What follows belongs to an exercise in optimizing a design on an open flow for small area; a production flow would make more cautious choices.
No run shown here included a check of the RTL's function; only the layout flow was run.

## flow/design.v (module list and top-level ports; edited modules follow where they fit)
// module CORDIC_COS_SIN: 3296 lines
module CORDIC_COS_SIN #(
    parameter DATA_WIDTH = 16,
    parameter PHASE_WIDTH = 32,
    parameter STAGE = 16
) (
    input clk,
    input rst,
    input en,
    input mode,
    input signed [DATA_WIDTH-1:0] x0,
    input signed [DATA_WIDTH-1:0] y0,
    input signed [PHASE_WIDTH-1:0] phase,
    output valid,
    output [DATA_WIDTH:0] cos,
    output [DATA_WIDTH:0] sin
);
  // ...
==> flow/run.sh <==
#!/bin/bash
# synth_recipe.tcl (not shown) runs the flow's synth.tcl, then flattens the netlist and writes it again
# the make line also repeats each setting of config.mk as NAME=value (left out here)
make -C /OpenROAD-flow-scripts/flow DESIGN_CONFIG=/design/flow/config.mk WORK_HOME=/design/flow/orfs CLKGATE_MAP_FILE= SYNTH_SCRIPT=/design/flow/synth_recipe.tcl finish
==> flow/config.mk <==
export PLATFORM = sky130hd
export DESIGN_NAME = CORDIC_COS_SIN
export DESIGN_NICKNAME = CORDIC_COS_SIN
export VERILOG_FILES = /design/flow/design.v
export SDC_FILE = /design/flow/constraint.sdc
export NUM_CORES = 4
export LEC_CHECK = 0
export CAP_MARGIN = 20
export CORE_MARGIN = 2
export CORE_UTILIZATION = 40
export SLEW_MARGIN = 20
==> flow/constraint.sdc <==
create_clock -name core_clock -period 5.0 [get_ports {clk}]
set_input_delay 1.0000 -clock core_clock [delete_from_list [all_inputs] [get_ports {clk}]]
set_output_delay 1.0000 -clock core_clock [all_outputs]
set_load 0.01 [all_outputs]
==> results.txt, run 1 <==
* Syn_area_per_cell at 9.31 sq um
* Remaining max-slew budget at the tightest pin at 40.0%
* Min-Delay Endpoint: zr2[0]
* Startpoint Class: flop
* Area fraction of the dominant cell type after synthesis at 22.2%
* GRT Total Usage at 17.5%
* Final global-route overflow total at 0
* Unrepaired setup endpoints after global routing: true
* Share of the cycle needed by the critical path after routing at 135%
* Clock tree from TritonCTS: yes
* Antenna violations before repair at 0
* Number of cells produced by synthesis at 3,343
* Number of well taps at 1,040
* Run status: finished with violations
* Combinational family with the most area after synthesis: adder cells
* Top sig layer: met4
* Adder-cell area share of the yosys netlist at 28.4%
* Total Neg Setup Slack at -68.21 ns
* Setup-violating endpoint count in the final report at 100
* Async set-or-reset flop fraction in the synthesized netlist at 2.27%
* Seq cells post-synth at 353
* Share of synthesized area spent on multiplexers at 0.752%
* Worst setup slack after layout at -1.75 ns
* Area of placed instances at 40,900 sq um
* Proportion of synthesized chip area in sequential cells at 22.8%
* Number of routed nets with antenna violations at 0
* Sum of met2 wire segment lengths after detailed routing at 41,400 um
* Minimum period implied by the final worst setup slack at 6.75 ns
* Synth top cells by count: 509 x sky130_fd_sc_hd__ha_1, 400 x sky130_fd_sc_hd__xnor2_1, 345 x sky130_fd_sc_hd__dfxtp_1
* Checks that blocked a clean result: setup timing
* Multi-input combinational cell area at 25,700 sq um
==> inputs of run 2 (changes only) <==
--- a/flow/config.mk
+++ b/flow/config.mk
@@ -7,2 +7,3 @@
 export LEC_CHECK = 0
+export ABC_AREA = 1
 export CAP_MARGIN = 20
==> results.txt, run 2 <==
* Initial cell density of the core at 40.4% (was 40.3%)
* Area fraction of the dominant cell type after synthesis at 21.6% (was 22.2%)
* Maximum buffer depth of the clock tree at 3 (unchanged)
* Number of buffers inserted for hold repair after clock tree synthesis at 0 (unchanged)
* Standard-cell row count at 103 (was 102)
* Final Hold Fails at 0 (unchanged)
* Synth warn at 1 (unchanged)
* Syn_area_per_cell at 8.21 sq um (was 9.31 sq um)
* Design Area, Final at 45,800 sq um (was 46,600 sq um)
* Worst setup EP type: flop (unchanged)
* Clock skew at 0.0342 ns (was 0.0372 ns)
* Most frequently used cell type in the post-synthesis netlist: sky130_fd_sc_hd__inv_1 (was sky130_fd_sc_hd__ha_1)
* TritonCTS sink count at 353 (unchanged)
* Pin count of the biggest net entering global routing at 44 (was 36)
* Post-Syn Nets at 4,598 (was 4,043)
* Number of global-route vias before repair at 27,400 (was 27,100)
* Unrepaired setup endpoints after global routing: true (unchanged)
* Fill count at 6,830 (was 6,455)
* Yosys top cell by area: sky130_fd_sc_hd__dfxtp_1 (unchanged)
* Number of distinct library cell variants in the gate-level netlist after synthesis at 47 (was 79)
* Initial DRC Count at 699 (was 539)
* Max Freq at 177 MHz (was 148 MHz)
* Number of routed nets with antenna violations at 0 (unchanged)
* Required time of the critical path at 5.47 ns (was 5.48 ns)
* Antenna violations before repair at 0 (unchanged)
* Proportion of synthesized chip area in sequential cells at 22.2% (was 22.8%)
* Final count of pins violating max slew at 0 (unchanged)
* # IOs at 103 (unchanged)
* Final global-route overflow total at 0 (unchanged)
* Ratio of cells with drive above 1 in the final layout at 33.1% (was 37.7%)
* CP Data Arrival Time at 6.11 ns (was 7.23 ns)
* Seq cells post-synth at 353 (unchanged)
* Via count at 27,400 (was 26,500)
* Multi-input combinational cell area at 24,900 sq um (was 25,700 sq um)
* Main synth FF type: sky130_fd_sc_hd__dfxtp_1 (unchanged)
* Number of nets in the layout at 5,674 (was 5,264)
* Max Cap Viol at 0 (unchanged)
* Count of antenna diodes in the layout at 0 (unchanged)
* Routability cong. at 0.820 (was 0.814)
* Minimum period implied by the final worst setup slack at 5.64 ns (was 6.75 ns)
* Layout overhead on the synthesized area at 43.3% (was 49.8%)
* Clock tree from TritonCTS: yes (unchanged)
* Worst Path Class, Setup: reg -> reg (unchanged)
* Number of cells produced by synthesis at 3,898 (was 3,343)
* Storage element area at 7130 sq um (about the same)
* Remaining max-slew budget at the tightest pin at 56.5% (was 40.0%)
* Async set-or-reset flop fraction in the synthesized netlist at 2.27% (unchanged)
* Number of remaining DRC errors at 0 (unchanged)
* Worst setup slack after layout at -0.643 ns (was -1.75 ns)
* DIE HEIGHT at 287 um (was 283 um)
* Floorplan die area at 82,300 sq um (was 80,000 sq um)
* Most used cell, CP: sky130_fd_sc_hd__nand2_2 (was sky130_fd_sc_hd__o21a_1)
* Post-Syn Area at 32,000 sq um (was 31,100 sq um)
* Clock-pin slew of the registers on the worst-case setup and hold paths at 0.06 ns (about the same)
* Core footprint at 79,100 sq um (was 77,200 sq um)
* Startpoint Class: flop (unchanged)
* Synth top cells by count: 588 x sky130_fd_sc_hd__inv_1, 552 x sky130_fd_sc_hd__nand2_1, 509 x sky130_fd_sc_hd__ha_1 (was 509 x sky130_fd_sc_hd__ha_1, 400 x sky130_fd_sc_hd__xnor2_1, 345 x sky130_fd_sc_hd__dfxtp_1)
* Dpl hpwl at 55,600 um (was 56,000 um)
* GRT Total Usage at 17.5% (about the same)
* First-pass GRT wire length at 123,000 um (was 119,000 um)
* Worst-path fanout max at 4 (was 7)
* Area of placed instances at 40,200 sq um (was 40,900 sq um)
* Share of the cycle needed by the critical path after routing at 113% (was 135%)
* Pre-Repair DR Iteration Count at 5 (unchanged)
* Average wire per cell in the routed design at 12.1 um (was 12.8 um)
* Max H-tree Level at 2 (unchanged)
* Dpl ws at -0.718 ns (was -2.11 ns)
* Setup-violating endpoint count in the final report at 49 (was 100)
* Routed Wire Length at 73,500 um (was 72,400 um)
* Library cell used as clock root buffer: sky130_fd_sc_hd__clkbuf_16 (unchanged)
* Clock buffers created by TritonCTS at 43 (was 44)
* Most common library cell in the layout ignoring fill and taps: sky130_fd_sc_hd__buf_4 (unchanged)
* Run status: finished with violations (unchanged)
* Commonest cells after routing, fill and taps aside: 918 x sky130_fd_sc_hd__buf_4, 540 x sky130_fd_sc_hd__inv_1, 479 x sky130_fd_sc_hd__ha_1 (was 1,045 x sky130_fd_sc_hd__buf_4, 491 x sky130_fd_sc_hd__ha_1, 357 x sky130_fd_sc_hd__xnor2_1)
* Number of input and output port buffers inserted at 95 (unchanged)
* Total Neg Setup Slack at -15.21 ns (was -68.21 ns)
* HP Class: reg -> reg (unchanged)
* Slowest cell on the critical path: sky130_fd_sc_hd__fa_2 (unchanged)
* Worst skew pair latency at 0.59 ns (was 0.60 ns)
* Slowest cell delay on critical path at 0.36 ns (was 0.39 ns)
* Average vias per placed instance at 4.52 (was 4.71)
* EDFF count, synth at 0 (unchanged)
* Cell types occupying the most area after synthesis: sky130_fd_sc_hd__dfxtp_1 22%, sky130_fd_sc_hd__ha_1 20%, sky130_fd_sc_hd__xor2_1 14%, sky130_fd_sc_hd__fa_1 7.7%, sky130_fd_sc_hd__inv_1 6.9% (was sky130_fd_sc_hd__dfxtp_1 22%, sky130_fd_sc_hd__ha_1 20%, sky130_fd_sc_hd__xnor2_1 11%, sky130_fd_sc_hd__fa_1 7.9%, sky130_fd_sc_hd__xor2_1 7.3%)
* Die span in x at 287 um (was 283 um)
* Actual transition at the worst max-transition pin at 0.649 ns (was 0.893 ns)
* Checks that blocked a clean result: setup timing (unchanged)
[run 2: cell types whose count changed after synthesis, moves of 67 or more]
cell / change
sky130_fd_sc_hd__inv_1: +325
sky130_fd_sc_hd__o21a_1: -168
sky130_fd_sc_hd__xnor2_1: -195
sky130_fd_sc_hd__nand2_1: +459
sky130_fd_sc_hd__nor2_1: -99
sky130_fd_sc_hd__xor2_1: +236
sky130_fd_sc_hd__nand3_1: +130
sky130_fd_sc_hd__o21ai_0: +106
sky130_fd_sc_hd__nor3_1: -132
sky130_fd_sc_hd__a21oi_1: +67
[run 2: per-stage QoR]
step                      util [%]  hold WS, ns  instances
after floorplan                  -        0.310       3898
after global placement        50.8        0.314       5732
after detailed placement      50.8        0.315       5732
after CTS                     55.5        0.330       6024
after global routing          57.9        0.343       6057
final                         57.9        0.327       6057
[run 2: timing repair]
| action | CTS | global route |
|---|---|---|
| gates resized for setup | 161 | 411 |
| setup endpoints to repair | 69 | 116 |
| buffers inserted | 225 | 85 |
| pin swaps | 98 | 222 |
[run 2: final timing paths]
kind                       cells after the start  startpoint       to  slack [ns]
min in group asynchronous                      2         rst   vld[4]        0.65
max in group asynchronous                      2         rst   vld[0]        4.14
setup reg to reg                              39       sr5_9  xr6[16]       -0.64
hold / removal                                 0      zr1[0]   zr2[0]        0.33
hold reg to reg                                0      zr1[0]   zr2[0]        0.33
setup / recovery                              39       sr5_9  xr6[16]       -0.64
[run 2: cells by family (layout without fill, tap and decap cells)]
kind of cell	Yosys count	in the layout	share of synthesized area, %
AOI/OAI and AO/OA	544	544	9.49
xor gates and xnor gates	700	700	19.2
adders and majority gates	632	632	27.6
buffers and inverters	651	1760	7.69
DFF	353	353	22.2
muxes	6	6	0.195
and+or+nand+nor	1012	1012	13.6
[run 2: final cells by class]
type                       instances  area share (%)
clock buffer                      60            2.70
multi-input combinational       2894            54.4
sequential                       353            15.6
inverter                         607            5.04
tap                             1050            2.87
clock inverter                    18           0.570
timing repair buffer            1075            18.9
[run 2: per-layer routing]
| metal | vias up | part of all wire [%] | track usage [%] |
|---|---|---|---|
| met3 | 85 | 2.1 | 1.72 |
| met1 | 12500 | 46 | 22.2 |
| met5 | - | 0 | 0 |
| met4 | 0 | 1.7 | 3.52 |
| met2 | 218 | 50 | 32.2 |
| li1 | 14600 | - | - |
[run 2: worst max-delay path, delay by kind of cell, from the launching register on]
family,cells,cell delay [ns]
buffers and inverters,4,0.31
muxes,1,0.27
DFF,1,0.35
adders and majority gates,2,0.65
and+or+nand+nor,17,1.54
xor gates and xnor gates,2,0.26
AOI/OAI and AO/OA,13,2.13

-- static timing again, ports no longer ideal --
The results above use ideal ports. As a check the final layouts listed here were re-extracted and re-timed, cells and wires unchanged. Step 1 assumes that a clkbuf_16 drives the clock port and a buf_2 every other input. Step 2 moves the port delays by t, midway between the first and last clock arrival at a register: inputs arrive t later, outputs are due t later. That takes back most of the time a late clock gives input paths. Slacks: ideal / step 1 / step 2; pairs: ideal / step 1.
run | t (ns) | setup slack, ns | cell pins on the clock port's net
run 1 | 0.643 | -1.749 / -1.749 / -1.749 | 1
run 2 | 0.635 | -0.643 / -0.643 / -0.643 | 1
